Background: an optimization exercise with open tools, aiming at small area, a short achievable clock period and few clock cycles per item. Do not read the settings as production practice.
Where RTL was checked, it was by simulation tests only, not by an equivalence proof against the original.
No functional check of the RTL was part of runs 2 to 5.

==> flow/design.v <==
`timescale 1ns/1ps
module average #(
    parameter NOF_BITS = 32,
    parameter WIDTH = 32
) (
    input  wire                     clk,
    input  wire                     rst_n,
    input  wire                     start,
    input  wire                     data_first,
    input  wire                     data_last,
    input  wire [NOF_BITS-1:0]      data_in,
    output wire [NOF_BITS:0]        data_out,
    output reg                      busy,
    output reg                      TO,
    output reg                      done
);
    reg        wt, dv, lst;
    reg [5:0]  c;           
    reg [31:0] din;         
    reg [16:0] cnt;         
    reg [7:0]  n3;          
    reg [32:0] q;           
    reg [15:0] r;           
    wire fast = (cnt[16:6] == 11'd0);
    wire [7:0] t  = {r[5:0], q[31:30]};
    wire [8:0] d1 = {1'b0, t} - {3'b0, cnt[5:0]};
    wire [8:0] d2 = {1'b0, t} - {2'b0, cnt[5:0], 1'b0};
    wire [8:0] d3 = {1'b0, t} - {1'b0, n3};
    wire ge1 = !d1[8];
    wire ge2 = !d2[8];
    wire ge3 = !d3[8];
    wire [5:0] fr = ge3 ? d3[5:0] : ge2 ? d2[5:0] : ge1 ? d1[5:0] : t[5:0];
    wire [1:0] fd = {ge2, ge3 | (ge1 & !ge2)};
    wire [16:0] st = {r, q[31]};
    wire [17:0] sd = {1'b0, st} - {1'b0, cnt};
    wire        sge = !sd[17];
    wire [15:0] sr = sge ? sd[15:0] : st[15:0];
    wire [32:0] acc = q + {1'b0, din};
    wire [5:0] load = (fast && cnt[5:0] != 6'd63) ? 6'd48 : 6'd32;
    wire       one  = fast && cnt[5:0] == 6'd0;    
    always @(posedge clk) begin
        din <= data_in;
        if (dv) begin
            q <= fast ? {1'b0, q[29:0], fd} : {1'b0, q[30:0], sge};
            r <= fast ? {sr[15:6], fr} : sr;
        end else if (busy) begin
            q <= acc;
            r <= {15'd0, acc[32]};
        end else begin
            q <= 33'd0;    
            r <= 16'd0;
        end
        if (!busy) begin
            cnt <= 17'd0;
            n3  <= 8'd0;
        end else if (!dv) begin
            cnt <= cnt + 17'd1;
            n3  <= n3 + 8'd3;
        end
        if (wt || dv) c <= c + 6'd1;
        else if (busy) c <= load;
        else c <= 6'd0;
    end
    always @(posedge clk or negedge rst_n) begin
        if (!rst_n) begin
            wt   <= 1'b0;
            busy <= 1'b0;
            dv   <= 1'b0;
            lst  <= 1'b0;
            TO   <= 1'b0;
            done <= 1'b0;
        end else begin
            TO   <= 1'b0;
            done <= 1'b0;
            lst  <= data_last;
            if (wt) begin
                if (c == 6'd11) begin
                    wt <= 1'b0;
                    TO <= 1'b1;
                end else if (data_first && c < 6'd10) begin
                    wt   <= 1'b0;
                    busy <= 1'b1;
                end
            end else if (busy) begin
                if (dv) begin
                    if (c == 6'd63) begin
                        busy <= 1'b0;
                        dv   <= 1'b0;
                        done <= 1'b1;
                    end
                end else if (lst) begin
                    if (one) begin
                        busy <= 1'b0;
                        done <= 1'b1;
                    end else begin
                        dv <= 1'b1;
                    end
                end
            end else if (start) begin
                wt <= 1'b1;
            end
        end
    end
    assign data_out = q[32:0];
endmodule
==> flow/run.sh <==
#!/bin/bash
# synth_recipe.tcl (not shown) runs the flow's synth.tcl, then flattens the netlist and writes it again
# the make line also repeats each setting of config.mk as NAME=value (left out here)
make -C /OpenROAD-flow-scripts/flow DESIGN_CONFIG=/design/flow/config.mk WORK_HOME=/design/flow/orfs CLKGATE_MAP_FILE= SYNTH_SCRIPT=/design/flow/synth_recipe.tcl finish
==> flow/config.mk <==
export PLATFORM = sky130hd
export DESIGN_NAME = average
export DESIGN_NICKNAME = average
export VERILOG_FILES = /design/flow/design.v
export SDC_FILE = /design/flow/constraint.sdc
export NUM_CORES = 4
export LEC_CHECK = 0
export CAP_MARGIN = 20
export CORE_MARGIN = 2
export CORE_UTILIZATION = 60
export SETUP_SLACK_MARGIN = 5
export SLEW_MARGIN = 20
==> flow/constraint.sdc <==
create_clock -name core_clock -period 8.0 [get_ports {clk}]
set_input_delay 1.6000 -clock core_clock [delete_from_list [all_inputs] [get_ports {clk}]]
set_output_delay 1.6000 -clock core_clock [all_outputs]
set_load 0.01 [all_outputs]
==> results of run 1 <==
==> worst paths after layout <==
check,endpoint,slack (ns),depth (start not counted)
max,data_out[17],5.04,1
min reg2reg,c[0],0.45,1
max reg2reg,r[0],5.15,11
min in group asynchronous,lst,1.41,1
min,c[0],0.45,1
max in group asynchronous,busy,6.35,1
==> repair_timing <==
| item | CTS | global route |
|---|---|---|
| setup endpoints to repair | 13 | 33 |
| pin swaps | 0 | 0 |
| resized for setup | 13 | 23 |
| cloned | 0 | 1 |
| buffers inserted | 2 | 0 |
==> state kept, by name, indices dropped and copies added, names as in the netlist <==
name	flops
TO	1
busy	1
c	6
cnt	17
din	32
done	1
dv	1
lst	1
n3	8
q	33
r	16
wt	1
==> layout by cell type, fill, tap and decap left out, types with 8 or more instances in the layout <==
cell                              Yosys  final
sky130_fd_sc_hd__ha_1                67     67
sky130_fd_sc_hd__nand2_1             62     62
sky130_fd_sc_hd__nand2b_1            10     10
sky130_fd_sc_hd__o22ai_1             30     30
sky130_fd_sc_hd__o21ai_1             12     12
sky130_fd_sc_hd__mux2i_1             32     32
sky130_fd_sc_hd__clkbuf_16            0     17
sky130_fd_sc_hd__nor2b_1             15     15
sky130_fd_sc_hd__o21ai_0             26     26
sky130_fd_sc_hd__o21a_1              13     12
sky130_fd_sc_hd__dfxtp_1            112    107
sky130_fd_sc_hd__xor2_1              22     22
sky130_fd_sc_hd__a21oi_1             61     60
sky130_fd_sc_hd__inv_1               44     43
sky130_fd_sc_hd__nor3_1              18     18
sky130_fd_sc_hd__nor2_1              43     43
sky130_fd_sc_hd__and2_1              23     23
sky130_fd_sc_hd__a211oi_1             9      9
sky130_fd_sc_hd__nand3_1             27     26
sky130_fd_sc_hd__dlymetal6s2s_1       0     17
sky130_fd_sc_hd__and3_1               8      8
sky130_fd_sc_hd__a21o_1              23     22
sky130_fd_sc_hd__xnor2_1             42     42
sky130_fd_sc_hd__clkdlybuf4s50_1      0     48
==> Yosys cell counts, types with 3 or more instances <==
cell	count	area share, %
sky130_fd_sc_hd__a211oi_1	9	0.92
sky130_fd_sc_hd__a21o_1	23	2.3
sky130_fd_sc_hd__a21oi_1	61	4.1
sky130_fd_sc_hd__a221oi_1	3	0.36
sky130_fd_sc_hd__a31oi_1	6	0.51
sky130_fd_sc_hd__and2_1	23	2.0
sky130_fd_sc_hd__and3_1	8	0.68
sky130_fd_sc_hd__buf_2	5	0.34
sky130_fd_sc_hd__clkbuf_1	17	0.86
sky130_fd_sc_hd__dfrtp_1	6	2.0
sky130_fd_sc_hd__dfxtp_1	112	30
sky130_fd_sc_hd__fa_1	4	1.1
sky130_fd_sc_hd__ha_1	67	11
sky130_fd_sc_hd__inv_1	44	2.2
sky130_fd_sc_hd__mux2i_1	32	4.3
sky130_fd_sc_hd__nand2_1	62	3.2
sky130_fd_sc_hd__nand2b_1	10	0.85
sky130_fd_sc_hd__nand3_1	27	1.8
sky130_fd_sc_hd__nand4_1	7	0.59
sky130_fd_sc_hd__nor2_1	43	2.2
sky130_fd_sc_hd__nor2b_1	15	1.3
sky130_fd_sc_hd__nor3_1	18	1.2
sky130_fd_sc_hd__nor4_1	5	0.42
sky130_fd_sc_hd__o2111ai_1	4	0.47
sky130_fd_sc_hd__o211ai_1	5	0.51
sky130_fd_sc_hd__o21a_1	13	1.3
sky130_fd_sc_hd__o21ai_0	26	1.8
sky130_fd_sc_hd__o21ai_1	12	0.81
sky130_fd_sc_hd__o21bai_1	3	0.31
sky130_fd_sc_hd__o22ai_1	30	2.5
sky130_fd_sc_hd__o31ai_1	7	0.71
sky130_fd_sc_hd__or3_1	7	0.59
sky130_fd_sc_hd__xnor2_1	42	5.0
sky130_fd_sc_hd__xor2_1	22	2.6
==> area by class of cell <==
class / instances / area, um2
clock inverters: 12 / 150
repair buffers: 79 / 807
well taps: 147 / 184
clock buffers: 20 / 467
repair inverters: 1 / 5.00
flip-flops and latches: 118 / 2400
fillers: 956 / 3150
inverters: 44 / 169
multi-input cells: 649 / 4680
==> routing by layer <==
| metal | vias up | share of wire [%] | routed length, um |
|---|---|---|---|
| met1 | 3096 | 43 | 8000 |
| met5 | - | 0 | 0 |
| met3 | 33 | 4.7 | 888 |
| met2 | 179 | 50 | 9410 |
| li1 | 3193 | - | - |
| met4 | 0 | 2.6 | 485 |
==> through the flow <==
| step | utilization [%] | hold slack [ns] | instances | setup WS [ns] |
|---|---|---|---|---|
| 6_report | 73.8 | 0.454 | 1070 | 5.04 |
| 5_1_grt | 73.8 | 0.487 | 1070 | 5.00 |
| 4_1_cts | 73.3 | 0.454 | 1069 | 5.00 |
| 3_5_place_dp | 68.0 | 0.443 | 1035 | 4.81 |
| 3_3_place_gp | 68.0 | 0.427 | 1035 | 4.81 |
| 2_1_floorplan | - | 0.413 | 841 | 5.54 |
==> cell families after synthesis <==
logic type                 Yosys count  share of synthesized area, %
muxes                               33                          4.49
buffers and inverters               74                          4.43
DFF                                118                          32.4
xor gates and xnor gates            64                          7.60
AOI/OAI and AO/OA                  241                          22.2
adders and majority gates           71                          12.4
and+or+nand+nor                    240                          16.4
==> flow_summary.html, run 1 <==
<table>
<tr><th>Metric</th><th>Value</th></tr>
<tr><th colspan="2">Worst setup path</th></tr>
<tr><td>Critical Path Start Type</td><td>register</td></tr>
<tr><td>Worst path buffer plus inverter count</td><td>1</td></tr>
<tr><td>Cell family contributing the most delay on the critical path</td><td>buffers and inverters</td></tr>
<tr><td>WP data arrival</td><td>1.36 ns</td></tr>
<tr><td>Cell type of the slowest stage on the worst timing path</td><td>sky130_fd_sc_hd__clkdlybuf4s50_1</td></tr>
<tr><td>Required arrival time at the worst endpoint</td><td>6.40 ns</td></tr>
<tr><td>Launch point of the worst path</td><td>q[17]</td></tr>
<tr><td>Classification of the worst setup path</td><td>reg2out</td></tr>
<tr><td>Reg2Reg Launch Point</td><td>q[30]</td></tr>
<tr><td>Biggest fanout along the worst timing path</td><td>4</td></tr>
<tr><td>List of cells traversed by the critical path</td><td>clkdlybuf4s50_1</td></tr>
<tr><td>Sort of element at the end of the critical path</td><td>output pin</td></tr>
<tr><td>Critical path's largest stage delay</td><td>0.56 ns</td></tr>
<tr><th colspan="2">Logic synthesis</th></tr>
<tr><td>Sequential area share after synthesis</td><td>32.4%</td></tr>
<tr><td>#FFs+latches synth</td><td>118</td></tr>
<tr><td>Number of library cell types mapped by synthesis</td><td>80</td></tr>
<tr><td>Average cell area after synthesis</td><td>8.77 um2</td></tr>
<tr><td>Nets in the synthesized netlist</td><td>949</td></tr>
<tr><td>Cell area after technology mapping</td><td>0.00738 mm2</td></tr>
<tr><td>Most common flop cell mapped by yosys</td><td>sky130_fd_sc_hd__dfxtp_1</td></tr>
<tr><td>Count of warnings emitted by yosys</td><td>1</td></tr>
<tr><td>Share of flip-flops with an asynchronous set or reset after synthesis</td><td>5.08%</td></tr>
<tr><td>Number of cells produced by synthesis</td><td>841</td></tr>
<tr><td>EDFF count, synth</td><td>0</td></tr>
<tr><th colspan="2">Job</th></tr>
<tr><td>Max cap viols</td><td>0</td></tr>
<tr><th colspan="2">Drt</th></tr>
<tr><td>Number of design-rule violations left by the first detailed-router iteration</td><td>606</td></tr>
<tr><td>Number of remaining DRC errors</td><td>0</td></tr>
<tr><td>Vias</td><td>6501</td></tr>
<tr><td>Wirelength per Cell</td><td>17.6 um</td></tr>
<tr><td>Number of iterations in the first detailed-routing pass</td><td>5</td></tr>
<tr><td>Routed WL</td><td>18800 um</td></tr>
<tr><td>Final ANT Viol Nets</td><td>0</td></tr>
<tr><td>Post-detailed-route via-to-cell ratio</td><td>6.08</td></tr>
<tr><th colspan="2">STA</th></tr>
<tr><td>Final Hold Violating Endpoints</td><td>0</td></tr>
<tr><td>Setup repair after global routing missed its margin</td><td>true</td></tr>
<tr><td>Worst rel slew slack</td><td>36.2%</td></tr>
<tr><td>Upper clock frequency limit</td><td>0.338 GHz</td></tr>
<tr><td>Worst Clk Skew</td><td>0.00436 ns</td></tr>
<tr><td>Endpoints failing setup</td><td>0</td></tr>
<tr><td>Setup total negative slack</td><td>0 ns</td></tr>
<tr><td>Worst slew pin tran</td><td>0.957 ns</td></tr>
<tr><td>Final max-slew violation count</td><td>0</td></tr>
<tr><td>Final period utilization</td><td>37.0%</td></tr>
<tr><td>Min cycle time layout</td><td>2.96 ns</td></tr>
<tr><th colspan="2">Global route</th></tr>
<tr><td>Met3 capacity usage during global routing</td><td>6.69%</td></tr>
<tr><td>Number of antenna violations at the first check in global routing</td><td>0</td></tr>
<tr><td>Global routing's busiest layer</td><td>met2</td></tr>
<tr><td>Via count of the first global-routing pass</td><td>6508</td></tr>
<tr><td>Global-route usage over all layers</td><td>29.8%</td></tr>
<tr><td>Met1 routing resource usage after global routing</td><td>35.3%</td></tr>
<tr><td>Global-route wire length before repair</td><td>31200 um</td></tr>
<tr><td>Overflow after GRT</td><td>0</td></tr>
<tr><td>Global routing usage on met2</td><td>51.9%</td></tr>
<tr><td>Pin count of the biggest net entering global routing</td><td>44</td></tr>
<tr><th colspan="2">Die</th></tr>
<tr><td>Die Area</td><td>0.0132 mm2</td></tr>
<tr><td>Chip height</td><td>115 um</td></tr>
<tr><td>Total number of placement rows</td><td>40</td></tr>
<tr><td>I/O pin count</td><td>73</td></tr>
<tr><td>DIE WIDTH</td><td>115 um</td></tr>
<tr><td>Core area</td><td>0.0120 mm2</td></tr>
<tr><td>Initial standard-cell utilization of the core</td><td>61.4%</td></tr>
<tr><th colspan="2">Place</th></tr>
<tr><td>Routability Congestion</td><td>0.914</td></tr>
<tr><td>Post-detailed-placement cell area</td><td>0.00816 mm2</td></tr>
<tr><td>Count of port buffers added during placement</td><td>72</td></tr>
<tr><td>Sum of net half-perimeters after detailed placement</td><td>13100 um</td></tr>
<tr><th colspan="2">Cells and area</th></tr>
<tr><td>Fraction of final layout cells with drive strength greater than 1</td><td>8.45%</td></tr>
<tr><td>Number of antenna cells inserted</td><td>0</td></tr>
<tr><td>Number of nets at the end of the flow</td><td>1018</td></tr>
<tr><td>Area Growth Syn to Fin</td><td>20.1%</td></tr>
<tr><td>Final Instance Area</td><td>0.00886 mm2</td></tr>
<tr><th colspan="2">Hold path</th></tr>
<tr><td>Worst hold start</td><td>c[0]</td></tr>
<tr><td>Hold Crit Class</td><td>reg2reg</td></tr>
<tr><th colspan="2">Clock network</th></tr>
<tr><td>Reg clk slew, reported paths</td><td>0.05 ns</td></tr>
<tr><td>Clk root buf</td><td>sky130_fd_sc_hd__clkbuf_16</td></tr>
<tr><td>Number of buffers inserted for hold repair after clock tree synthesis</td><td>0</td></tr>
<tr><td>Clock Sink Count</td><td>118</td></tr>
<tr><td>Number of H-tree levels</td><td>4</td></tr>
<tr><td>Number of buffers created by CTS</td><td>17</td></tr>
<tr><td>Clock latency on the worst-skew pair</td><td>0.43 ns</td></tr>
<tr><td>CTS tree</td><td>done</td></tr>
<tr><td>Maximum number of buffers from clock root to sink</td><td>2</td></tr>
<tr><th colspan="2">Run status</th></tr>
<tr><td>Status</td><td>timing/DRC/antenna clean</td></tr>
</table>
Testbench counts, summed over its fixed seeds: cycles 27,663, items 800.
==> run 2, diff against run 1 <==
--- a/flow/design.v
+++ b/flow/design.v
@@ -19,10 +19,10 @@
     reg [31:0] din;         
     reg [16:0] cnt;         
     reg [7:0]  n3;          
-    reg [32:0] q;           
+    reg [33:0] q;           
     reg [15:0] r;           
     wire fast = (cnt[16:6] == 11'd0);
-    wire [7:0] t  = {r[5:0], q[31:30]};
+    wire [7:0] t  = {r[5:0], q[33:32]};
     wire [8:0] d1 = {1'b0, t} - {3'b0, cnt[5:0]};
     wire [8:0] d2 = {1'b0, t} - {2'b0, cnt[5:0], 1'b0};
     wire [8:0] d3 = {1'b0, t} - {1'b0, n3};
@@ -31,23 +31,22 @@
     wire ge3 = !d3[8];
     wire [5:0] fr = ge3 ? d3[5:0] : ge2 ? d2[5:0] : ge1 ? d1[5:0] : t[5:0];
     wire [1:0] fd = {ge2, ge3 | (ge1 & !ge2)};
-    wire [16:0] st = {r, q[31]};
+    wire [16:0] st = {r, q[33]};
     wire [17:0] sd = {1'b0, st} - {1'b0, cnt};
     wire        sge = !sd[17];
     wire [15:0] sr = sge ? sd[15:0] : st[15:0];
-    wire [32:0] acc = q + {1'b0, din};
-    wire [5:0] load = (fast && cnt[5:0] != 6'd63) ? 6'd48 : 6'd32;
-    wire       one  = fast && cnt[5:0] == 6'd0;    
+    wire [32:0] acc = q[32:0] + {1'b0, din};
+    wire [5:0] load = (fast && cnt[5:0] != 6'd63) ? 6'd47 : 6'd30;
     always @(posedge clk) begin
         din <= data_in;
         if (dv) begin
-            q <= fast ? {1'b0, q[29:0], fd} : {1'b0, q[30:0], sge};
+            q <= fast ? {q[31:0], fd} : {q[32:0], sge};
             r <= fast ? {sr[15:6], fr} : sr;
         end else if (busy) begin
-            q <= acc;
-            r <= {15'd0, acc[32]};
+            q <= {1'b0, acc};
+            r <= 16'd0;
         end else begin
-            q <= 33'd0;    
+            q <= 34'd0;    
             r <= 16'd0;
         end
         if (!busy) begin
@@ -89,12 +88,7 @@
                         done <= 1'b1;
                     end
                 end else if (lst) begin
-                    if (one) begin
-                        busy <= 1'b0;
-                        done <= 1'b1;
-                    end else begin
-                        dv <= 1'b1;
-                    end
+                    dv <= 1'b1;
                 end
             end else if (start) begin
                 wt <= 1'b1;
==> flow_summary.html, run 2 <==
<table>
<tr><th>Metric</th><th>Value</th></tr>
<tr><th colspan="2">Run status</th></tr>
<tr><td>Status</td><td>timing/DRC/antenna clean</td></tr>
<tr><th colspan="2">STA</th></tr>
<tr><td>Endpoints failing setup</td><td>0</td></tr>
<tr><td>Final max-slew violation count</td><td>0</td></tr>
<tr><td>Worst Clk Skew</td><td>0.00755 ns</td></tr>
<tr><td>Setup repair after global routing missed its margin</td><td>true</td></tr>
<tr><td>Final period utilization</td><td>37.1%</td></tr>
<tr><td>Setup total negative slack</td><td>0 ns</td></tr>
<tr><td>Min cycle time layout</td><td>2.97 ns</td></tr>
<tr><td>Upper clock frequency limit</td><td>0.337 GHz</td></tr>
<tr><td>Worst rel slew slack</td><td>34.7%</td></tr>
<tr><td>Final Hold Violating Endpoints</td><td>0</td></tr>
<tr><td>Final critical-path setup slack</td><td>5.03 ns</td></tr>
<tr><td>Worst slew pin tran</td><td>0.979 ns</td></tr>
<tr><th colspan="2">Worst setup path</th></tr>
<tr><td>Cell count of the worst reg-to-reg path</td><td>10</td></tr>
<tr><td>Register-to-Register Setup Slack</td><td>5.06 ns</td></tr>
<tr><td>Required arrival time at the worst endpoint</td><td>6.40 ns</td></tr>
<tr><td>Stages on the worst setup path</td><td>1</td></tr>
<tr><td>Critical Path Start Type</td><td>register</td></tr>
<tr><td>Biggest fanout along the worst timing path</td><td>4</td></tr>
<tr><td>Worst path buffer plus inverter count</td><td>1</td></tr>
<tr><td>Critical path's largest stage delay</td><td>0.56 ns</td></tr>
<tr><td>Sort of element at the end of the critical path</td><td>output pin</td></tr>
<tr><td>List of cells traversed by the critical path</td><td>clkdlybuf4s50_1</td></tr>
<tr><td>Cell family contributing the most delay on the critical path</td><td>buffers and inverters</td></tr>
<tr><td>WP data arrival</td><td>1.37 ns</td></tr>
<tr><td>Cell type of the slowest stage on the worst timing path</td><td>sky130_fd_sc_hd__clkdlybuf4s50_1</td></tr>
<tr><td>Classification of the worst setup path</td><td>reg2out</td></tr>
<tr><th colspan="2">Place</th></tr>
<tr><td>Worst slack at placement</td><td>4.76 ns</td></tr>
<tr><td>Sum of net half-perimeters after detailed placement</td><td>14100 um</td></tr>
<tr><td>Count of port buffers added during placement</td><td>72</td></tr>
<tr><td>Post-detailed-placement cell area</td><td>0.00843 mm2</td></tr>
<tr><td>Routability Congestion</td><td>1.02</td></tr>
<tr><th colspan="2">Global route</th></tr>
<tr><td>Via count of the first global-routing pass</td><td>6911</td></tr>
<tr><td>Global-route wire length before repair</td><td>32800 um</td></tr>
<tr><td>Overflow after GRT</td><td>0</td></tr>
<tr><td>Global-route usage over all layers</td><td>28.8%</td></tr>
<tr><td>Number of antenna violations at the first check in global routing</td><td>0</td></tr>
<tr><td>Pin count of the biggest net entering global routing</td><td>46</td></tr>
<tr><th colspan="2">Drt</th></tr>
<tr><td>Routed WL</td><td>20100 um</td></tr>
<tr><td>Vias</td><td>7103</td></tr>
<tr><td>Post-detailed-route via-to-cell ratio</td><td>6.16</td></tr>
<tr><td>Number of iterations in the first detailed-routing pass</td><td>5</td></tr>
<tr><td>Final ANT Viol Nets</td><td>0</td></tr>
<tr><td>Wirelength per Cell</td><td>17.5 um</td></tr>
<tr><td>Number of remaining DRC errors</td><td>0</td></tr>
<tr><td>Number of design-rule violations left by the first detailed-router iteration</td><td>683</td></tr>
<tr><th colspan="2">Die</th></tr>
<tr><td>Die Area</td><td>0.0140 mm2</td></tr>
<tr><td>Core area</td><td>0.0127 mm2</td></tr>
<tr><td>DIE WIDTH</td><td>118 um</td></tr>
<tr><td>Chip height</td><td>118 um</td></tr>
<tr><td>Initial standard-cell utilization of the core</td><td>61.8%</td></tr>
<tr><td>Total number of placement rows</td><td>41</td></tr>
<tr><td>I/O pin count</td><td>73</td></tr>
<tr><th colspan="2">Cells and area</th></tr>
<tr><td>Most common cell after layout, fill and taps aside</td><td>sky130_fd_sc_hd__dfxtp_1</td></tr>
<tr><td>Registers with the most flip-flops</td><td>q (34), din (32), cnt (17)</td></tr>
<tr><td>Number of antenna cells inserted</td><td>0</td></tr>
<tr><td>Area Growth Syn to Fin</td><td>16.0%</td></tr>
<tr><td>Flip-flop count of the largest register, all copies and words added</td><td>34</td></tr>
<tr><td>Final Instance Area</td><td>0.00912 mm2</td></tr>
<tr><td>Commonest cells after routing, fill and taps aside</td><td>102 x sky130_fd_sc_hd__dfxtp_1, 75 x sky130_fd_sc_hd__nand2_1, 73 x sky130_fd_sc_hd__nor2_1</td></tr>
<tr><td>Number of nets at the end of the flow</td><td>1076</td></tr>
<tr><td>Fraction of final layout cells with drive strength greater than 1</td><td>7.44%</td></tr>
<tr><td>Reg with most FFs</td><td>q</td></tr>
<tr><th colspan="2">Logic synthesis</th></tr>
<tr><td>Top post-synthesis cells by area</td><td>sky130_fd_sc_hd__dfxtp_1 29%, sky130_fd_sc_hd__ha_1 10%, sky130_fd_sc_hd__mux2i_1 4.7%</td></tr>
<tr><td>Cell area after technology mapping</td><td>0.00787 mm2</td></tr>
<tr><td>Count of warnings emitted by yosys</td><td>1</td></tr>
<tr><td>Average cell area after synthesis</td><td>8.37 um2</td></tr>
<tr><td>Cell type with the highest aggregate area in the netlist</td><td>sky130_fd_sc_hd__dfxtp_1</td></tr>
<tr><td>Most common flop cell mapped by yosys</td><td>sky130_fd_sc_hd__dfxtp_1</td></tr>
<tr><td>Number of cells produced by synthesis</td><td>940</td></tr>
<tr><td>Share of flip-flops with an asynchronous set or reset after synthesis</td><td>5.04%</td></tr>
<tr><td>Share of the synthesized area in the top cell type</td><td>28.8%</td></tr>
<tr><td>EDFF count, synth</td><td>0</td></tr>
<tr><td>Top cells by instance count after synthesis</td><td>113 x sky130_fd_sc_hd__dfxtp_1, 75 x sky130_fd_sc_hd__nand2_1, 73 x sky130_fd_sc_hd__nor2_1</td></tr>
<tr><td>#FFs+latches synth</td><td>119</td></tr>
<tr><td>Sequential area share after synthesis</td><td>30.7%</td></tr>
<tr><td>Nets in the synthesized netlist</td><td>1047</td></tr>
<tr><td>Most used standard cell by instance count after synthesis</td><td>sky130_fd_sc_hd__dfxtp_1</td></tr>
<tr><td>Number of library cell types mapped by synthesis</td><td>66</td></tr>
<tr><th colspan="2">Hold path</th></tr>
<tr><td>Hold path depth</td><td>2</td></tr>
<tr><td>Hold Crit Class</td><td>reg2reg</td></tr>
<tr><th colspan="2">Clock network</th></tr>
<tr><td>Maximum number of buffers from clock root to sink</td><td>2</td></tr>
<tr><td>Number of buffers created by CTS</td><td>17</td></tr>
<tr><td>CTS tree</td><td>done</td></tr>
<tr><td>Reg clk slew, reported paths</td><td>0.06 ns</td></tr>
<tr><td>Clock latency on the worst-skew pair</td><td>0.42 ns</td></tr>
<tr><td>Number of H-tree levels</td><td>4</td></tr>
<tr><td>Number of buffers inserted for hold repair after clock tree synthesis</td><td>0</td></tr>
<tr><td>Clock Sink Count</td><td>119</td></tr>
<tr><td>Clk root buf</td><td>sky130_fd_sc_hd__clkbuf_16</td></tr>
<tr><th colspan="2">Job</th></tr>
<tr><td>Max cap viols</td><td>0</td></tr>
</table>
==> run 2: changes by cell type in the layout (fill, tap and decap cells not counted), sizes merged, moves of 8 or more <==
cell           before  now
clkdlybuf4s50      48   57
a21o               23   31
nand2              63   75
o22ai              31   13
dlymetal6s2s       17    9
and2               24    5
nor2               43   73
o21ai              40   53
==> run 2: stage by stage <==
step | instances | util, % | hold slack [ns]
after global routing | 1153 | 71.7 | 0.548
after CTS | 1152 | 71.2 | 0.510
final | 1153 | 71.7 | 0.512
after floorplan | 940 | - | 0.455
after detailed placement | 1117 | 66.3 | 0.487
after global placement | 1117 | 66.3 | 0.486
==> run 2: logic make-up after synthesis <==
family | Yosys count | synth area share [%]
and+or+nand+nor | 272 | 16.4
AOI/OAI and AO/OA | 270 | 23.3
buffers and inverters | 119 | 7.38
DFF | 119 | 30.7
adders and majority gates | 70 | 11.5
xor gates and xnor gates | 51 | 5.68
muxes | 39 | 5.00
==> run 2: routing by layer <==
metal | share of wire [%] | global-route usage [%] | wire length (um)
met1 | 44 | 36.8 | 8860
met2 | 48 | 48.4 | 9620
met3 | 6.0 | 5.94 | 1220
met4 | 2.1 | 9.45 | 429
met5 | 0 | 0 | 0
==> run 2: path summary, 6_finish.rpt <==
path	start	to
max in group asynchronous	rst_n	busy
min reg2reg	cnt[16]	cnt[16]
max	q[8]	data_out[8]
max reg2reg	q[0]	q[30]
min	cnt[16]	cnt[16]
min in group asynchronous	rst_n	TO
==> run 2: area by class of cell <==
| class | instances | area, um2 |
|---|---|---|
| clock inverters | 13 | 156 |
| multi-input cells | 702 | 4900 |
| clock buffers | 18 | 439 |
| inverters | 48 | 180 |
| well taps | 172 | 215 |
| fillers | 1008 | 3600 |
| repair buffers | 81 | 803 |
| flip-flops and latches | 119 | 2430 |
==> run 2: timing repair <==
item | in CTS | in global routing
endpoints found under the setup margin | 21 | 18
buffers inserted | 4 | 1
gates resized for setup | 13 | 20
hold endpoints to repair | 0 | 0
pin swaps | 1 | 1
==> run 3, diff against run 2 <==
--- a/flow/design.v
+++ b/flow/design.v
@@ -14,7 +14,7 @@
     output reg                      TO,
     output reg                      done
 );
-    reg        wt, dv, lst;
+    reg        wt, dv, fst, lst;
     reg [5:0]  c;           
     reg [31:0] din;         
     reg [16:0] cnt;         
@@ -35,23 +35,20 @@
     wire [17:0] sd = {1'b0, st} - {1'b0, cnt};
     wire        sge = !sd[17];
     wire [15:0] sr = sge ? sd[15:0] : st[15:0];
-    wire [32:0] acc = q[32:0] + {1'b0, din};
-    wire [5:0] load = (fast && cnt[5:0] != 6'd63) ? 6'd47 : 6'd30;
+    wire [32:0] acc = (q[32:0] & {33{!fst}}) + {1'b0, din};
+    wire [5:0] load = (fst || (fast && cnt[5:0] != 6'd63)) ? 6'd47 : 6'd30;
     always @(posedge clk) begin
         din <= data_in;
         if (dv) begin
             q <= fast ? {q[31:0], fd} : {q[32:0], sge};
             r <= fast ? {sr[15:6], fr} : sr;
-        end else if (busy) begin
+        end else begin
             q <= {1'b0, acc};
             r <= 16'd0;
-        end else begin
-            q <= 34'd0;    
-            r <= 16'd0;
         end
-        if (!busy) begin
-            cnt <= 17'd0;
-            n3  <= 8'd0;
+        if (fst) begin
+            cnt <= 17'd1;
+            n3  <= 8'd3;
         end else if (!dv) begin
             cnt <= cnt + 17'd1;
             n3  <= n3 + 8'd3;
@@ -65,12 +62,14 @@
             wt   <= 1'b0;
             busy <= 1'b0;
             dv   <= 1'b0;
+            fst  <= 1'b0;
             lst  <= 1'b0;
             TO   <= 1'b0;
             done <= 1'b0;
         end else begin
             TO   <= 1'b0;
             done <= 1'b0;
+            fst  <= 1'b0;
             lst  <= data_last;
             if (wt) begin
                 if (c == 6'd11) begin
@@ -79,6 +78,7 @@
                 end else if (data_first && c < 6'd10) begin
                     wt   <= 1'b0;
                     busy <= 1'b1;
+                    fst  <= 1'b1;
                 end
             end else if (busy) begin
                 if (dv) begin
==> flow_summary.html, run 3 <==
<table>
<tr><th>Metric</th><th>Value</th></tr>
<tr><th colspan="2">Run status</th></tr>
<tr><td>Status</td><td>timing/DRC/antenna clean</td></tr>
<tr><th colspan="2">Logic synthesis</th></tr>
<tr><td>Top post-synthesis cells by area</td><td>sky130_fd_sc_hd__dfxtp_1 28%, sky130_fd_sc_hd__ha_1 10%, sky130_fd_sc_hd__nand2_1 5.8%</td></tr>
<tr><td>Cell type with the highest aggregate area in the netlist</td><td>sky130_fd_sc_hd__dfxtp_1</td></tr>
<tr><td>Sequential area share after synthesis</td><td>29.7%</td></tr>
<tr><td>Share of flip-flops with an asynchronous set or reset after synthesis</td><td>5.83%</td></tr>
<tr><td>Share of the synthesized area in the top cell type</td><td>27.6%</td></tr>
<tr><td>Count of warnings emitted by yosys</td><td>1</td></tr>
<tr><td>Cell area after technology mapping</td><td>0.00821 mm2</td></tr>
<tr><td>EDFF count, synth</td><td>0</td></tr>
<tr><td>Number of cells produced by synthesis</td><td>1017</td></tr>
<tr><td>Most used standard cell by instance count after synthesis</td><td>sky130_fd_sc_hd__nand2_1</td></tr>
<tr><td>#FFs+latches synth</td><td>120</td></tr>
<tr><td>Average cell area after synthesis</td><td>8.07 um2</td></tr>
<tr><td>Nets in the synthesized netlist</td><td>1124</td></tr>
<tr><td>Most common flop cell mapped by yosys</td><td>sky130_fd_sc_hd__dfxtp_1</td></tr>
<tr><td>Top cells by instance count after synthesis</td><td>126 x sky130_fd_sc_hd__nand2_1, 113 x sky130_fd_sc_hd__dfxtp_1, 79 x sky130_fd_sc_hd__nor2_1</td></tr>
<tr><td>Number of library cell types mapped by synthesis</td><td>87</td></tr>
<tr><th colspan="2">Global route</th></tr>
<tr><td>Via count of the first global-routing pass</td><td>6861</td></tr>
<tr><td>Met3 capacity usage during global routing</td><td>5.03%</td></tr>
<tr><td>Pin count of the biggest net entering global routing</td><td>67</td></tr>
<tr><td>Global-route usage over all layers</td><td>27.8%</td></tr>
<tr><td>Global routing usage on met2</td><td>44.2%</td></tr>
<tr><td>Global routing's busiest layer</td><td>met2</td></tr>
<tr><td>Global-route wire length before repair</td><td>32700 um</td></tr>
<tr><td>Met1 routing resource usage after global routing</td><td>38.0%</td></tr>
<tr><td>Number of antenna violations at the first check in global routing</td><td>0</td></tr>
<tr><td>Overflow after GRT</td><td>0</td></tr>
<tr><th colspan="2">Worst setup path</th></tr>
<tr><td>WP data arrival</td><td>1.37 ns</td></tr>
<tr><td>Critical path's largest stage delay</td><td>0.56 ns</td></tr>
<tr><td>Biggest fanout along the worst timing path</td><td>4</td></tr>
<tr><td>Cell count of the worst reg-to-reg path</td><td>11</td></tr>
<tr><td>Reg2Reg Launch Point</td><td>fst</td></tr>
<tr><td>Launch point of the worst path</td><td>q[0]</td></tr>
<tr><td>Classification of the worst setup path</td><td>reg2out</td></tr>
<tr><td>Cell family contributing the most delay on the critical path</td><td>buffers and inverters</td></tr>
<tr><td>Critical Path Start Type</td><td>register</td></tr>
<tr><td>Terminus of the critical flop-to-flop path</td><td>q[32]</td></tr>
<tr><td>Register-to-Register Setup Slack</td><td>5.08 ns</td></tr>
<tr><td>Worst path buffer plus inverter count</td><td>1</td></tr>
<tr><td>Required arrival time at the worst endpoint</td><td>6.40 ns</td></tr>
<tr><td>Cell type of the slowest stage on the worst timing path</td><td>sky130_fd_sc_hd__clkdlybuf4s50_1</td></tr>
<tr><td>Sort of element at the end of the critical path</td><td>output pin</td></tr>
<tr><td>Critical path endpoint</td><td>data_out[0]</td></tr>
<tr><td>Stages on the worst setup path</td><td>1</td></tr>
<tr><td>List of cells traversed by the critical path</td><td>clkdlybuf4s50_1</td></tr>
<tr><th colspan="2">Die</th></tr>
<tr><td>Initial standard-cell utilization of the core</td><td>61.7%</td></tr>
<tr><td>I/O pin count</td><td>73</td></tr>
<tr><td>Die Area</td><td>0.0146 mm2</td></tr>
<tr><td>Chip height</td><td>121 um</td></tr>
<tr><td>Core area</td><td>0.0133 mm2</td></tr>
<tr><td>DIE WIDTH</td><td>121 um</td></tr>
<tr><td>Total number of placement rows</td><td>42</td></tr>
<tr><th colspan="2">STA</th></tr>
<tr><td>Setup total negative slack</td><td>0 ns</td></tr>
<tr><td>Worst Clk Skew</td><td>0.00536 ns</td></tr>
<tr><td>Final period utilization</td><td>37.2%</td></tr>
<tr><td>Final max-slew violation count</td><td>0</td></tr>
<tr><td>Final Hold Violating Endpoints</td><td>0</td></tr>
<tr><td>Setup repair after global routing missed its margin</td><td>true</td></tr>
<tr><td>Upper clock frequency limit</td><td>0.336 GHz</td></tr>
<tr><td>Worst rel slew slack</td><td>44.0%</td></tr>
<tr><td>Endpoints failing setup</td><td>0</td></tr>
<tr><td>Final-layout worst hold slack</td><td>0.460 ns</td></tr>
<tr><td>Worst slew pin tran</td><td>0.833 ns</td></tr>
<tr><td>Min cycle time layout</td><td>2.97 ns</td></tr>
<tr><th colspan="2">Clock network</th></tr>
<tr><td>Maximum number of buffers from clock root to sink</td><td>2</td></tr>
<tr><td>CTS tree</td><td>done</td></tr>
<tr><td>Number of buffers inserted for hold repair after clock tree synthesis</td><td>0</td></tr>
<tr><td>Clock Sink Count</td><td>120</td></tr>
<tr><td>Number of buffers created by CTS</td><td>17</td></tr>
<tr><td>Number of H-tree levels</td><td>4</td></tr>
<tr><td>Reg clk slew, reported paths</td><td>0.05 ns</td></tr>
<tr><td>Clock latency on the worst-skew pair</td><td>0.42 ns</td></tr>
<tr><td>Clk root buf</td><td>sky130_fd_sc_hd__clkbuf_16</td></tr>
<tr><th colspan="2">Cells and area</th></tr>
<tr><td>Number of nets at the end of the flow</td><td>1156</td></tr>
<tr><td>Registers with the most flip-flops</td><td>q (34), din (32), cnt (17)</td></tr>
<tr><td>Flip-flop count of the largest register, all copies and words added</td><td>34</td></tr>
<tr><td>Flip-flop and latch area</td><td>0.00245 mm2</td></tr>
<tr><td># fillers</td><td>1074</td></tr>
<tr><td>Commonest cells after routing, fill and taps aside</td><td>125 x sky130_fd_sc_hd__nand2_1, 108 x sky130_fd_sc_hd__dfxtp_1, 77 x sky130_fd_sc_hd__nor2_1</td></tr>
<tr><td>Area Growth Syn to Fin</td><td>16.6%</td></tr>
<tr><td>Area used by multi-input combinational logic</td><td>0.00526 mm2</td></tr>
<tr><td>Fraction of final layout cells with drive strength greater than 1</td><td>9.53%</td></tr>
<tr><td>Most common cell after layout, fill and taps aside</td><td>sky130_fd_sc_hd__nand2_1</td></tr>
<tr><td>Reg with most FFs</td><td>q</td></tr>
<tr><td>Number of antenna cells inserted</td><td>0</td></tr>
<tr><th colspan="2">Job</th></tr>
<tr><td>Max cap viols</td><td>0</td></tr>
<tr><th colspan="2">Drt</th></tr>
<tr><td>Number of remaining DRC errors</td><td>0</td></tr>
<tr><td>Final ANT Viol Nets</td><td>0</td></tr>
<tr><td>Number of iterations in the first detailed-routing pass</td><td>6</td></tr>
<tr><td>Vias</td><td>7294</td></tr>
<tr><td>Routed WL</td><td>19800 um</td></tr>
<tr><td>Wirelength per Cell</td><td>16.0 um</td></tr>
<tr><td>Post-detailed-route via-to-cell ratio</td><td>5.90</td></tr>
<tr><td>Number of design-rule violations left by the first detailed-router iteration</td><td>453</td></tr>
<tr><th colspan="2">Place</th></tr>
<tr><td>Sum of net half-perimeters after detailed placement</td><td>13800 um</td></tr>
<tr><td>Count of port buffers added during placement</td><td>72</td></tr>
<tr><td>Routability Congestion</td><td>0.934</td></tr>
<tr><th colspan="2">Hold path</th></tr>
<tr><td>Hold Crit Class</td><td>reg2reg</td></tr>
</table>
-- run 3: cell count changes after synthesis, moves of 9 or more --
cell,change
sky130_fd_sc_hd__a21o_1,-9
sky130_fd_sc_hd__a21oi_1,+11
sky130_fd_sc_hd__mux2i_1,-25
sky130_fd_sc_hd__nand2_1,+51
sky130_fd_sc_hd__nand2b_1,+9
sky130_fd_sc_hd__nor2b_1,+33
sky130_fd_sc_hd__o21a_1,-12
sky130_fd_sc_hd__o22ai_1,-9
-- run 3: cell families after synthesis --
group	synth area share, %
AND/OR/NAND/NOR	22.5
XOR/XNOR	5.76
AO/OA/AOI/OAI	21.5
flip-flops	29.7
buffers and inverters	7.36
multiplexers	2.06
adder cells (fa/ha/maj)	11.0
-- run 3: worst min-delay path by stage --
stage / startpoint / end / depth (start not counted)
finish: r[6] / r[7] / 2
global route: r[6] / r[7] / 2
CTS: r[8] / r[9] / 2
detailed placement: r[8] / r[9] / 2
global placement: r[9] / r[10] / 2
floorplan: r[6] / r[7] / 2
-- run 3: worst reg2reg max path: cells and delay by family, from the launching register on --
family	cells	cell delay (ns)
AO/OA/AOI/OAI	2	0.47
adder cells (fa/ha/maj)	1	0.35
buffers and inverters	2	0.35
flip-flops	1	0.38
AND/OR/NAND/NOR	6	1.31
-- run 3: layout make-up --
class	count	area share, %
multi-input cells	784	55.0
flip-flops and latches	120	25.6
repair buffers	81	9.06
clock buffers	22	5.06
well taps	176	2.30
inverters	45	1.77
clock inverters	8	1.26
-- run 3: timing repair --
action,4_1_cts,5_1_grt
endpoints found under the setup margin,30,32
pin swaps,0,6
cloned,1,1
buffers inserted,0,3
resized for setup,16,34
-- run 3: per-stage QoR --
step           util [%]  setup slack [ns]  cell area (um2)  cells
6_report           72.0              5.03             9570   1236
3_5_place_dp       65.8              4.61             8750   1201
5_1_grt            72.0              4.98             9570   1236
4_1_cts            70.9              5.00             9420   1232
2_1_floorplan         -              5.10             8210   1017
3_3_place_gp       65.8              4.67             8750   1201
-- run 3: per-layer routing --
metal | up-vias | share of wire [%] | routed length (um)
li1 | 3653 | - | -
met1 | 3415 | 48 | 9420
met2 | 194 | 46 | 9040
met3 | 32 | 4.8 | 944
met4 | 0 | 2.1 | 412
met5 | - | 0 | 0
==> run 4, diff against run 3 <==
--- a/flow/design.v
+++ b/flow/design.v
@@ -14,9 +14,8 @@
     output reg                      TO,
     output reg                      done
 );
-    reg        wt, dv, fst, lst;
+    reg        wt, dv;
     reg [5:0]  c;           
-    reg [31:0] din;         
     reg [16:0] cnt;         
     reg [7:0]  n3;          
     reg [33:0] q;           
@@ -35,10 +34,9 @@
     wire [17:0] sd = {1'b0, st} - {1'b0, cnt};
     wire        sge = !sd[17];
     wire [15:0] sr = sge ? sd[15:0] : st[15:0];
-    wire [32:0] acc = (q[32:0] & {33{!fst}}) + {1'b0, din};
-    wire [5:0] load = (fst || (fast && cnt[5:0] != 6'd63)) ? 6'd47 : 6'd30;
+    wire [32:0] acc = (q[32:0] & {33{busy}}) + {1'b0, data_in};
+    wire [5:0] load = (!busy || (fast && cnt[5:0] != 6'd63)) ? 6'd16 : 6'd33;
     always @(posedge clk) begin
-        din <= data_in;
         if (dv) begin
             q <= fast ? {q[31:0], fd} : {q[32:0], sge};
             r <= fast ? {sr[15:6], fr} : sr;
@@ -46,31 +44,33 @@
             q <= {1'b0, acc};
             r <= 16'd0;
         end
-        if (fst) begin
+        if (!busy) begin
             cnt <= 17'd1;
             n3  <= 8'd3;
         end else if (!dv) begin
             cnt <= cnt + 17'd1;
             n3  <= n3 + 8'd3;
         end
-        if (wt || dv) c <= c + 6'd1;
-        else if (busy) c <= load;
-        else c <= 6'd0;
+        if (wt) begin
+            if (data_first) c <= load;
+            else            c <= c + 6'd1;
+        end else if (busy) begin
+            if (dv) c <= c - 6'd1;
+            else    c <= load;
+        end else begin
+            c <= 6'd0;
+        end
     end
     always @(posedge clk or negedge rst_n) begin
         if (!rst_n) begin
             wt   <= 1'b0;
             busy <= 1'b0;
             dv   <= 1'b0;
-            fst  <= 1'b0;
-            lst  <= 1'b0;
             TO   <= 1'b0;
             done <= 1'b0;
         end else begin
             TO   <= 1'b0;
             done <= 1'b0;
-            fst  <= 1'b0;
-            lst  <= data_last;
             if (wt) begin
                 if (c == 6'd11) begin
                     wt <= 1'b0;
@@ -78,16 +78,16 @@
                 end else if (data_first && c < 6'd10) begin
                     wt   <= 1'b0;
                     busy <= 1'b1;
-                    fst  <= 1'b1;
+                    dv   <= data_last;
                 end
             end else if (busy) begin
                 if (dv) begin
-                    if (c == 6'd63) begin
+                    if (c == 6'd0) begin
                         busy <= 1'b0;
                         dv   <= 1'b0;
                         done <= 1'b1;
                     end
-                end else if (lst) begin
+                end else if (data_last) begin
                     dv <= 1'b1;
                 end
             end else if (start) begin
==> flow_summary.html, run 4 <==
<table>
<tr><th>Metric</th><th>Value</th></tr>
<tr><th colspan="2">Cells and area</th></tr>
<tr><td>Number of antenna cells inserted</td><td>0</td></tr>
<tr><td># fillers</td><td>787</td></tr>
<tr><td>Commonest cells after routing, fill and taps aside</td><td>106 x sky130_fd_sc_hd__nand2_1, 79 x sky130_fd_sc_hd__dfxtp_1, 59 x sky130_fd_sc_hd__nor2_1</td></tr>
<tr><td>Flip-flop and latch area</td><td>0.00175 mm2</td></tr>
<tr><td>Registers with the most flip-flops</td><td>q (34), cnt (17), r (16)</td></tr>
<tr><td>Area used by multi-input combinational logic</td><td>0.00553 mm2</td></tr>
<tr><td>Number of nets at the end of the flow</td><td>1100</td></tr>
<tr><td>Most common cell after layout, fill and taps aside</td><td>sky130_fd_sc_hd__nand2_1</td></tr>
<tr><td>Fraction of final layout cells with drive strength greater than 1</td><td>18.0%</td></tr>
<tr><td>Final Core Density</td><td>79.1%</td></tr>
<tr><td>Final Instance Area</td><td>0.00915 mm2</td></tr>
<tr><td>Reg with most FFs</td><td>q</td></tr>
<tr><td>Flip-flop count of the largest register, all copies and words added</td><td>34</td></tr>
<tr><td>Area Growth Syn to Fin</td><td>27.3%</td></tr>
<tr><th colspan="2">Logic synthesis</th></tr>
<tr><td>Count of warnings emitted by yosys</td><td>1</td></tr>
<tr><td>Most used standard cell by instance count after synthesis</td><td>sky130_fd_sc_hd__nand2_1</td></tr>
<tr><td>Top cells by instance count after synthesis</td><td>109 x sky130_fd_sc_hd__nand2_1, 81 x sky130_fd_sc_hd__dfxtp_1, 68 x sky130_fd_sc_hd__ha_1</td></tr>
<tr><td>EDFF count, synth</td><td>0</td></tr>
<tr><td>Cell type with the highest aggregate area in the netlist</td><td>sky130_fd_sc_hd__dfxtp_1</td></tr>
<tr><td>Share of flip-flops with an asynchronous set or reset after synthesis</td><td>5.81%</td></tr>
<tr><td>Cell area after technology mapping</td><td>0.00719 mm2</td></tr>
<tr><td>Average cell area after synthesis</td><td>7.80 um2</td></tr>
<tr><td>Most common flop cell mapped by yosys</td><td>sky130_fd_sc_hd__dfxtp_1</td></tr>
<tr><td>Sequential area share after synthesis</td><td>24.3%</td></tr>
<tr><td>Share of the synthesized area in the top cell type</td><td>22.6%</td></tr>
<tr><td>Nets in the synthesized netlist</td><td>1030</td></tr>
<tr><td>Number of cells produced by synthesis</td><td>921</td></tr>
<tr><td>Number of library cell types mapped by synthesis</td><td>71</td></tr>
<tr><td>Top post-synthesis cells by area</td><td>sky130_fd_sc_hd__dfxtp_1 23%, sky130_fd_sc_hd__ha_1 12%, sky130_fd_sc_hd__nand2_1 5.7%</td></tr>
<tr><td>#FFs+latches synth</td><td>86</td></tr>
<tr><th colspan="2">Global route</th></tr>
<tr><td>Global-route usage over all layers</td><td>30.6%</td></tr>
<tr><td>Pin count of the biggest net entering global routing</td><td>72</td></tr>
<tr><td>Via count of the first global-routing pass</td><td>6717</td></tr>
<tr><td>Number of antenna violations at the first check in global routing</td><td>0</td></tr>
<tr><td>Global-route wire length before repair</td><td>32100 um</td></tr>
<tr><td>Overflow after GRT</td><td>0</td></tr>
<tr><th colspan="2">Drt</th></tr>
<tr><td>Routed WL</td><td>20400 um</td></tr>
<tr><td>Number of remaining DRC errors</td><td>0</td></tr>
<tr><td>Final ANT Viol Nets</td><td>0</td></tr>
<tr><td>Vias</td><td>6931</td></tr>
<tr><td>Number of iterations in the first detailed-routing pass</td><td>5</td></tr>
<tr><td>Post-detailed-route via-to-cell ratio</td><td>6.09</td></tr>
<tr><td>Wirelength per Cell</td><td>17.9 um</td></tr>
<tr><td>Number of design-rule violations left by the first detailed-router iteration</td><td>487</td></tr>
<tr><th colspan="2">STA</th></tr>
<tr><td>Worst slew pin tran</td><td>0.798 ns</td></tr>
<tr><td>Setup total negative slack</td><td>0 ns</td></tr>
<tr><td>Worst rel slew slack</td><td>46.8%</td></tr>
<tr><td>Final max-slew violation count</td><td>0</td></tr>
<tr><td>Final-layout worst hold slack</td><td>0.501 ns</td></tr>
<tr><td>Endpoints failing setup</td><td>0</td></tr>
<tr><td>Worst Clk Skew</td><td>0.00740 ns</td></tr>
<tr><td>Final Hold Violating Endpoints</td><td>0</td></tr>
<tr><td>Setup repair after global routing missed its margin</td><td>true</td></tr>
<tr><td>Upper clock frequency limit</td><td>0.269 GHz</td></tr>
<tr><td>Final period utilization</td><td>46.5%</td></tr>
<tr><td>Min cycle time layout</td><td>3.72 ns</td></tr>
<tr><th colspan="2">Worst setup path</th></tr>
<tr><td>Launch point of the worst path</td><td>data_in[0]</td></tr>
<tr><td>Cell count of the worst reg-to-reg path</td><td>13</td></tr>
<tr><td>Critical path's largest stage delay</td><td>0.36 ns</td></tr>
<tr><td>Classification of the worst setup path</td><td>in2reg</td></tr>
<tr><td>WP data arrival</td><td>3.91 ns</td></tr>
<tr><td>Biggest fanout along the worst timing path</td><td>4</td></tr>
<tr><td>Cell type of the slowest stage on the worst timing path</td><td>sky130_fd_sc_hd__fa_2</td></tr>
<tr><td>Worst path buffer plus inverter count</td><td>1</td></tr>
<tr><td>Cell family contributing the most delay on the critical path</td><td>compound AO/OA/AOI/OAI gates</td></tr>
<tr><td>Critical Path Start Type</td><td>input pin</td></tr>
<tr><td>Sort of element at the end of the critical path</td><td>register</td></tr>
<tr><td>Stages on the worst setup path</td><td>12</td></tr>
<tr><td>Reg2Reg Launch Point</td><td>busy</td></tr>
<tr><td>Required arrival time at the worst endpoint</td><td>8.19 ns</td></tr>
<tr><td>Critical path endpoint</td><td>q[16]</td></tr>
<tr><td>Most Frequent Cell on Critical Path</td><td>sky130_fd_sc_hd__a21oi_2</td></tr>
<tr><td>List of cells traversed by the critical path</td><td>buf_6 -&gt; ha_4 -&gt; fa_2 -&gt; a21oi_2 -&gt; nor2_2 -&gt; o31a_1 -&gt; o211ai_2 -&gt; a31oi_4 -&gt; a21o_1 -&gt; a211o_1 -&gt; a21oi_2 -&gt; a31oi_1</td></tr>
<tr><td>Register-to-Register Setup Slack</td><td>4.76 ns</td></tr>
<tr><td>Terminus of the critical flop-to-flop path</td><td>q[16]</td></tr>
<tr><th colspan="2">Die</th></tr>
<tr><td>Core area</td><td>0.0116 mm2</td></tr>
<tr><td>Initial standard-cell utilization of the core</td><td>62.1%</td></tr>
<tr><td>DIE WIDTH</td><td>113 um</td></tr>
<tr><td>Die Area</td><td>0.0129 mm2</td></tr>
<tr><td>Chip height</td><td>113 um</td></tr>
<tr><td>Total number of placement rows</td><td>39</td></tr>
<tr><td>I/O pin count</td><td>73</td></tr>
<tr><th colspan="2">Clock network</th></tr>
<tr><td>Number of buffers inserted for hold repair after clock tree synthesis</td><td>0</td></tr>
<tr><td>Maximum number of buffers from clock root to sink</td><td>2</td></tr>
<tr><td>Number of H-tree levels</td><td>3</td></tr>
<tr><td>Clock latency on the worst-skew pair</td><td>0.36 ns</td></tr>
<tr><td>Clk root buf</td><td>sky130_fd_sc_hd__clkbuf_16</td></tr>
<tr><td>CTS tree</td><td>done</td></tr>
<tr><td>Clock Sink Count</td><td>86</td></tr>
<tr><td>Number of buffers created by CTS</td><td>9</td></tr>
<tr><td>Reg clk slew, reported paths</td><td>0.06 ns</td></tr>
<tr><th colspan="2">Place</th></tr>
<tr><td>Count of port buffers added during placement</td><td>72</td></tr>
<tr><td>Sum of net half-perimeters after detailed placement</td><td>12700 um</td></tr>
<tr><td>Routability Congestion</td><td>0.866</td></tr>
<tr><td>Post-detailed-placement cell area</td><td>0.00793 mm2</td></tr>
<tr><th colspan="2">Hold path</th></tr>
<tr><td>Hold Crit Class</td><td>reg2reg</td></tr>
<tr><th colspan="2">Run status</th></tr>
<tr><td>Status</td><td>timing/DRC/antenna clean</td></tr>
<tr><th colspan="2">Job</th></tr>
<tr><td>Max cap viols</td><td>0</td></tr>
</table>
## run 4: cell types whose count changed in the layout (fill, tap and decap cells not counted), moves of 11 or more
cell                             before  now
sky130_fd_sc_hd__and2_1               5   58
sky130_fd_sc_hd__nor2b_1             43   13
sky130_fd_sc_hd__buf_4                6   35
sky130_fd_sc_hd__dfxtp_1            108   79
sky130_fd_sc_hd__buf_6                0   20
sky130_fd_sc_hd__ha_4                 0   20
sky130_fd_sc_hd__nand2_1            125  106
sky130_fd_sc_hd__nor2_1              77   59
sky130_fd_sc_hd__a21oi_1             67   51
sky130_fd_sc_hd__ha_1                62   47
sky130_fd_sc_hd__dlymetal6s2s_1      11    0
sky130_fd_sc_hd__nor3_1              22   11
## run 4: logic make-up after synthesis
| kind of cell | after synthesis | synth area share, % |
|---|---|---|
| xor+xnor | 62 | 7.56 |
| simple gates | 344 | 24.0 |
| compound gates | 229 | 20.7 |
| fa+ha+maj | 72 | 13.0 |
| mux | 19 | 2.73 |
| buf+inv | 109 | 7.75 |
| flops | 86 | 24.3 |
## run 4: layout make-up
cell class | instances | share of cell area (%)
Clock buffer | 10 | 2.74
Clock inverter | 6 | 0.793
Timing Repair Buffer | 125 | 13.2
Sequential cell | 86 | 19.2
Inverter | 41 | 1.68
Tap cell | 143 | 1.96
Multi-Input combinational cell | 728 | 60.5
## run 4: timing repair
action,in CTS,in global routing
cloned,3,0
pin swaps,59,36
setup buffers,39,8
endpoints found under the hold margin,0,0
endpoints found under the setup margin,48,43
gates resized for setup,116,39
## run 4: how the worst min path moves through the flow
stage	start	endpoint	cells after the start
final	q[14]	q[15]	2
after global routing	q[32]	q[33]	2
after CTS	q[14]	q[15]	2
after detailed placement	q[9]	q[11]	2
after global placement	r[14]	r[15]	2
after floorplan	q[31]	q[33]	2
## run 4: through the flow
| stage | cells | setup WS (ns) |
|---|---|---|
| after floorplan | 921 | 4.16 |
| after global placement | 1073 | 3.36 |
| after detailed placement | 1073 | 3.34 |
| after CTS | 1131 | 4.32 |
| after global routing | 1139 | 4.20 |
| final | 1139 | 4.28 |
## run 4: worst reg2reg max path, stage by stage (launching register included)
cell	delay, ns
sky130_fd_sc_hd__dfrtp_4	0.51
sky130_fd_sc_hd__buf_4	0.17
sky130_fd_sc_hd__and2_1	0.16
sky130_fd_sc_hd__ha_4	0.17
sky130_fd_sc_hd__fa_2	0.36
sky130_fd_sc_hd__a21oi_2	0.18
sky130_fd_sc_hd__nor2_2	0.06
sky130_fd_sc_hd__o31a_1	0.33
sky130_fd_sc_hd__o211ai_2	0.28
sky130_fd_sc_hd__a31oi_4	0.16
sky130_fd_sc_hd__a21o_1	0.22
sky130_fd_sc_hd__a211o_1	0.27
sky130_fd_sc_hd__a21oi_2	0.13
sky130_fd_sc_hd__a31oi_1	0.07
## run 4: routing by layer
metal	vias to the layer above	global-route usage [%]	wire, um
li1	3368	-	-
met1	3308	39.2	8920
met2	213	51.1	9980
met3	42	6.43	1050
met4	0	11.1	486
met5	-	0	0
==> run 5, diff against run 4 <==
--- a/flow/design.v
+++ b/flow/design.v
@@ -14,43 +14,52 @@
     output reg                      TO,
     output reg                      done
 );
+    localparam K  = 5;                     
+    localparam QW = ((33 + K - 1) / K) * K;  
+    localparam [5:0] LOAD_FAST = QW / K - 1;
+    localparam [5:0] LOAD_SLOW = QW - 1;
     reg        wt, dv;
     reg [5:0]  c;           
     reg [16:0] cnt;         
-    reg [7:0]  n3;          
-    reg [33:0] q;           
+    reg [QW-1:0] q;         
     reg [15:0] r;           
     wire fast = (cnt[16:6] == 11'd0);
-    wire [7:0] t  = {r[5:0], q[33:32]};
-    wire [8:0] d1 = {1'b0, t} - {3'b0, cnt[5:0]};
-    wire [8:0] d2 = {1'b0, t} - {2'b0, cnt[5:0], 1'b0};
-    wire [8:0] d3 = {1'b0, t} - {1'b0, n3};
-    wire ge1 = !d1[8];
-    wire ge2 = !d2[8];
-    wire ge3 = !d3[8];
-    wire [5:0] fr = ge3 ? d3[5:0] : ge2 ? d2[5:0] : ge1 ? d1[5:0] : t[5:0];
-    wire [1:0] fd = {ge2, ge3 | (ge1 & !ge2)};
-    wire [16:0] st = {r, q[33]};
-    wire [17:0] sd = {1'b0, st} - {1'b0, cnt};
-    wire        sge = !sd[17];
+    reg [5:0]    fr;
+    reg [QW-1:0] fq;
+    reg [6:0]    ft;
+    integer j;
+    always @(*) begin
+        fr = r[5:0];
+        fq = q;
+        for (j = 0; j < K; j = j + 1) begin
+            ft = {fr, fq[QW-1]};
+            if (ft >= {1'b0, cnt[5:0]}) begin
+                ft = ft - {1'b0, cnt[5:0]};
+                fq = {fq[QW-2:0], 1'b1};
+            end else begin
+                fq = {fq[QW-2:0], 1'b0};
+            end
+            fr = ft[5:0];
+        end
+    end
+    wire [16:0] st = {r, q[QW-1]};
+    wire        sge = (st >= cnt);
+    wire [16:0] sd = st - cnt;
     wire [15:0] sr = sge ? sd[15:0] : st[15:0];
+    wire [QW-1:0] sq = {q[QW-2:0], sge};
     wire [32:0] acc = (q[32:0] & {33{busy}}) + {1'b0, data_in};
-    wire [5:0] load = (!busy || (fast && cnt[5:0] != 6'd63)) ? 6'd16 : 6'd33;
+    wire cnt_lt63 = fast && (cnt[5:0] != 6'd63);
+    wire [5:0] load = (!busy || cnt_lt63) ? LOAD_FAST : LOAD_SLOW;
     always @(posedge clk) begin
         if (dv) begin
-            q <= fast ? {q[31:0], fd} : {q[32:0], sge};
+            q <= fast ? fq : sq;
             r <= fast ? {sr[15:6], fr} : sr;
         end else begin
-            q <= {1'b0, acc};
+            q <= {{(QW-33){1'b0}}, acc};
             r <= 16'd0;
         end
-        if (!busy) begin
-            cnt <= 17'd1;
-            n3  <= 8'd3;
-        end else if (!dv) begin
-            cnt <= cnt + 17'd1;
-            n3  <= n3 + 8'd3;
-        end
+        if (!busy)    cnt <= 17'd1;
+        else if (!dv) cnt <= cnt + 17'd1;
         if (wt) begin
             if (data_first) c <= load;
             else            c <= c + 6'd1;
--- a/flow/config.mk
+++ b/flow/config.mk
@@ -7,6 +7,5 @@
 export LEC_CHECK = 0
 export CAP_MARGIN = 20
 export CORE_MARGIN = 2
-export CORE_UTILIZATION = 60
-export SETUP_SLACK_MARGIN = 5
+export CORE_UTILIZATION = 40
 export SLEW_MARGIN = 20
==> flow_summary.html, run 5 <==
<table>
<tr><th>Metric</th><th>Value</th></tr>
<tr><th colspan="2">Run status</th></tr>
<tr><td>Set of violated layout checks</td><td>setup timing</td></tr>
<tr><td>Status</td><td>failed layout checks</td></tr>
<tr><th colspan="2">Die</th></tr>
<tr><td>DIE WIDTH</td><td>141 um</td></tr>
<tr><td>Initial standard-cell utilization of the core</td><td>40.5%</td></tr>
<tr><td>Chip height</td><td>141 um</td></tr>
<tr><td>Total number of placement rows</td><td>50</td></tr>
<tr><td>Core area</td><td>0.0186 mm2</td></tr>
<tr><th colspan="2">Worst setup path</th></tr>
<tr><td>Critical path's largest stage delay</td><td>0.41 ns</td></tr>
<tr><td>Classification of the worst setup path</td><td>reg2reg</td></tr>
<tr><td>Critical Path Start Type</td><td>register</td></tr>
<tr><td>Stages on the worst setup path</td><td>42</td></tr>
<tr><td>Worst path buffer plus inverter count</td><td>5</td></tr>
<tr><td>Cell count of the worst reg-to-reg path</td><td>42</td></tr>
<tr><td>Cell family contributing the most delay on the critical path</td><td>compound AO/OA/AOI/OAI gates</td></tr>
<tr><th colspan="2">Cells and area</th></tr>
<tr><td>Number of antenna cells inserted</td><td>0</td></tr>
<tr><td>Most common cell after layout, fill and taps aside</td><td>sky130_fd_sc_hd__nand2_1</td></tr>
<tr><td>Number of nets at the end of the flow</td><td>1257</td></tr>
<tr><td>Number of standard cells in the final layout excluding fillers</td><td>1376</td></tr>
<tr><th colspan="2">Drt</th></tr>
<tr><td>Post-detailed-route via-to-cell ratio</td><td>5.34</td></tr>
<tr><td>Number of remaining DRC errors</td><td>0</td></tr>
<tr><th colspan="2">Clock network</th></tr>
<tr><td>Clk root buf</td><td>sky130_fd_sc_hd__clkbuf_16</td></tr>
<tr><td>Clock Sink Count</td><td>79</td></tr>
<tr><td>CTS tree</td><td>done</td></tr>
<tr><td>Reg clk slew, reported paths</td><td>0.07 ns</td></tr>
<tr><td>Clock latency on the worst-skew pair</td><td>0.35 ns</td></tr>
<tr><th colspan="2">Logic synthesis</th></tr>
<tr><td>Sequential area share after synthesis</td><td>21.3%</td></tr>
<tr><td>EDFF count, synth</td><td>0</td></tr>
<tr><td>Top post-synthesis cells by area</td><td>sky130_fd_sc_hd__dfxtp_1 20%, sky130_fd_sc_hd__ha_1 13%, sky130_fd_sc_hd__nand2_1 6.3%</td></tr>
<tr><td>Number of library cell types mapped by synthesis</td><td>65</td></tr>
<tr><td>Cell type with the highest aggregate area in the netlist</td><td>sky130_fd_sc_hd__dfxtp_1</td></tr>
<tr><td>#FFs+latches synth</td><td>79</td></tr>
<tr><td>Count of warnings emitted by yosys</td><td>1</td></tr>
<tr><th colspan="2">STA</th></tr>
<tr><td>Upper clock frequency limit</td><td>0.119 GHz</td></tr>
<tr><td>Final Hold Violating Endpoints</td><td>0</td></tr>
<tr><td>Worst rel slew slack</td><td>30.1%</td></tr>
<tr><td>Setup total negative slack</td><td>-2.62 ns</td></tr>
<tr><td>Min cycle time layout</td><td>8.42 ns</td></tr>
<tr><td>Endpoints failing setup</td><td>7</td></tr>
<tr><td>Final critical-path setup slack</td><td>-0.419 ns</td></tr>
<tr><th colspan="2">Job</th></tr>
<tr><td>Max cap viols</td><td>0</td></tr>
<tr><th colspan="2">Place</th></tr>
<tr><td>Number of instances in the placed design</td><td>1339</td></tr>
<tr><td>Routability Congestion</td><td>0.858</td></tr>
<tr><th colspan="2">Global route</th></tr>
<tr><td>Number of antenna violations at the first check in global routing</td><td>0</td></tr>
<tr><td>Global routing usage on met2</td><td>35.4%</td></tr>
<tr><td>Met3 capacity usage during global routing</td><td>2.63%</td></tr>
<tr><td>Global routing's busiest layer</td><td>met2</td></tr>
<tr><td>Pin count of the biggest net entering global routing</td><td>73</td></tr>
<tr><td>Via count of the first global-routing pass</td><td>7009</td></tr>
<tr><td>Met1 routing resource usage after global routing</td><td>30.6%</td></tr>
</table>
==> run 5: repair_timing <==
action	in CTS	in global routing
gates resized for setup	23	7
buffers inserted	16	4
cloned	1	0
setup endpoints to repair	7	7
pin swaps	32	12
==> run 5: cell families (layout without fill, tap and decap cells) <==
family | count (synthesis) | in the layout | share of synthesized area, %
DFF | 79 | 79 | 21.3
buffers and inverters | 115 | 262 | 7.47
AOI/OAI and AO/OA | 262 | 262 | 22.6
xor gates and xnor gates | 68 | 68 | 7.88
and+or+nand+nor | 364 | 364 | 23.1
muxes | 24 | 24 | 3.36
adders and majority gates | 83 | 83 | 14.3
==> run 5: worst min-delay path by stage <==
stage	start	to	slack [ns]	depth (start not counted)
final	r[11]	r[12]	0.47	2
after global routing	r[11]	r[12]	0.53	2
after CTS	r[11]	r[12]	0.47	2
after detailed placement	r[11]	r[12]	0.46	2
after global placement	r[11]	r[12]	0.46	2
after floorplan	r[11]	r[12]	0.44	2
==> run 5: final cells by class <==
type                            count  area [um2]
Tap cell                          234         293
Multi-Input combinational cell    801        5740
Fill cell                        1845        8790
Inverter                           47         184
Clock inverter                      6        66.3
Clock buffer                       10         239
Sequential cell                    79        1620
Timing Repair Buffer              199        1720
==> run 5: per-layer routing <==
metal | part of all wire [%] | vias to the layer above
li1 | - | 3779
met1 | 50 | 3446
met2 | 46 | 106
met3 | 2.7 | 22
met4 | 1.3 | 0
met5 | 0 | -
==> run 5: through the flow <==
step | hold WS [ns]
detailed placement | 0.458
global route | 0.527
finish | 0.472
CTS | 0.470
global placement | 0.461
floorplan | 0.436
==> run 5: worst min-delay path, delay by kind of cell (launching register included) <==
family	cells	cell delay [ns]
AND/OR/NAND/NOR	1	0.06
flip-flops	1	0.32
AO/OA/AOI/OAI	1	0.05

-- static timing again, ports no longer ideal --
How much do the figures lean on ideal ports? The routed layouts below were timed once more, with nothing changed but the port constraints.
Step 1: set_driving_cell puts a clkbuf_16 on clk and a buf_2 on each other input, an assumption about the parent block.
Step 2 also shifts input and output timing later by t, the mid clock arrival at the registers, as if the neighbouring blocks saw the same clock.
Slacks: no drivers / after step 1 / after step 2; pairs: no drivers / after step 1.
run	shift t [ns]	slack for setup (ns)	worst setup path after step 2	worst data-port slew with drivers (ns)	pins driven straight from the clock port
run 1	0.464	5.042 / 5.003 / 5.150	register to register	0.04	1
run 2	0.461	5.032 / 4.988 / 5.060	register to register	0.03	1
run 3	0.457	5.026 / 4.986 / 5.080	register to register	0.03	1
run 4	0.399	4.281 / 4.284 / 3.886	input to register	0.06	1
run 5	0.385	-0.419 / -0.419 / -0.419	register to register	0.05	1
For run 4, which loses most, drivers alone change the setup slack by +0.003 ns; drivers and shift together by -0.395 ns.
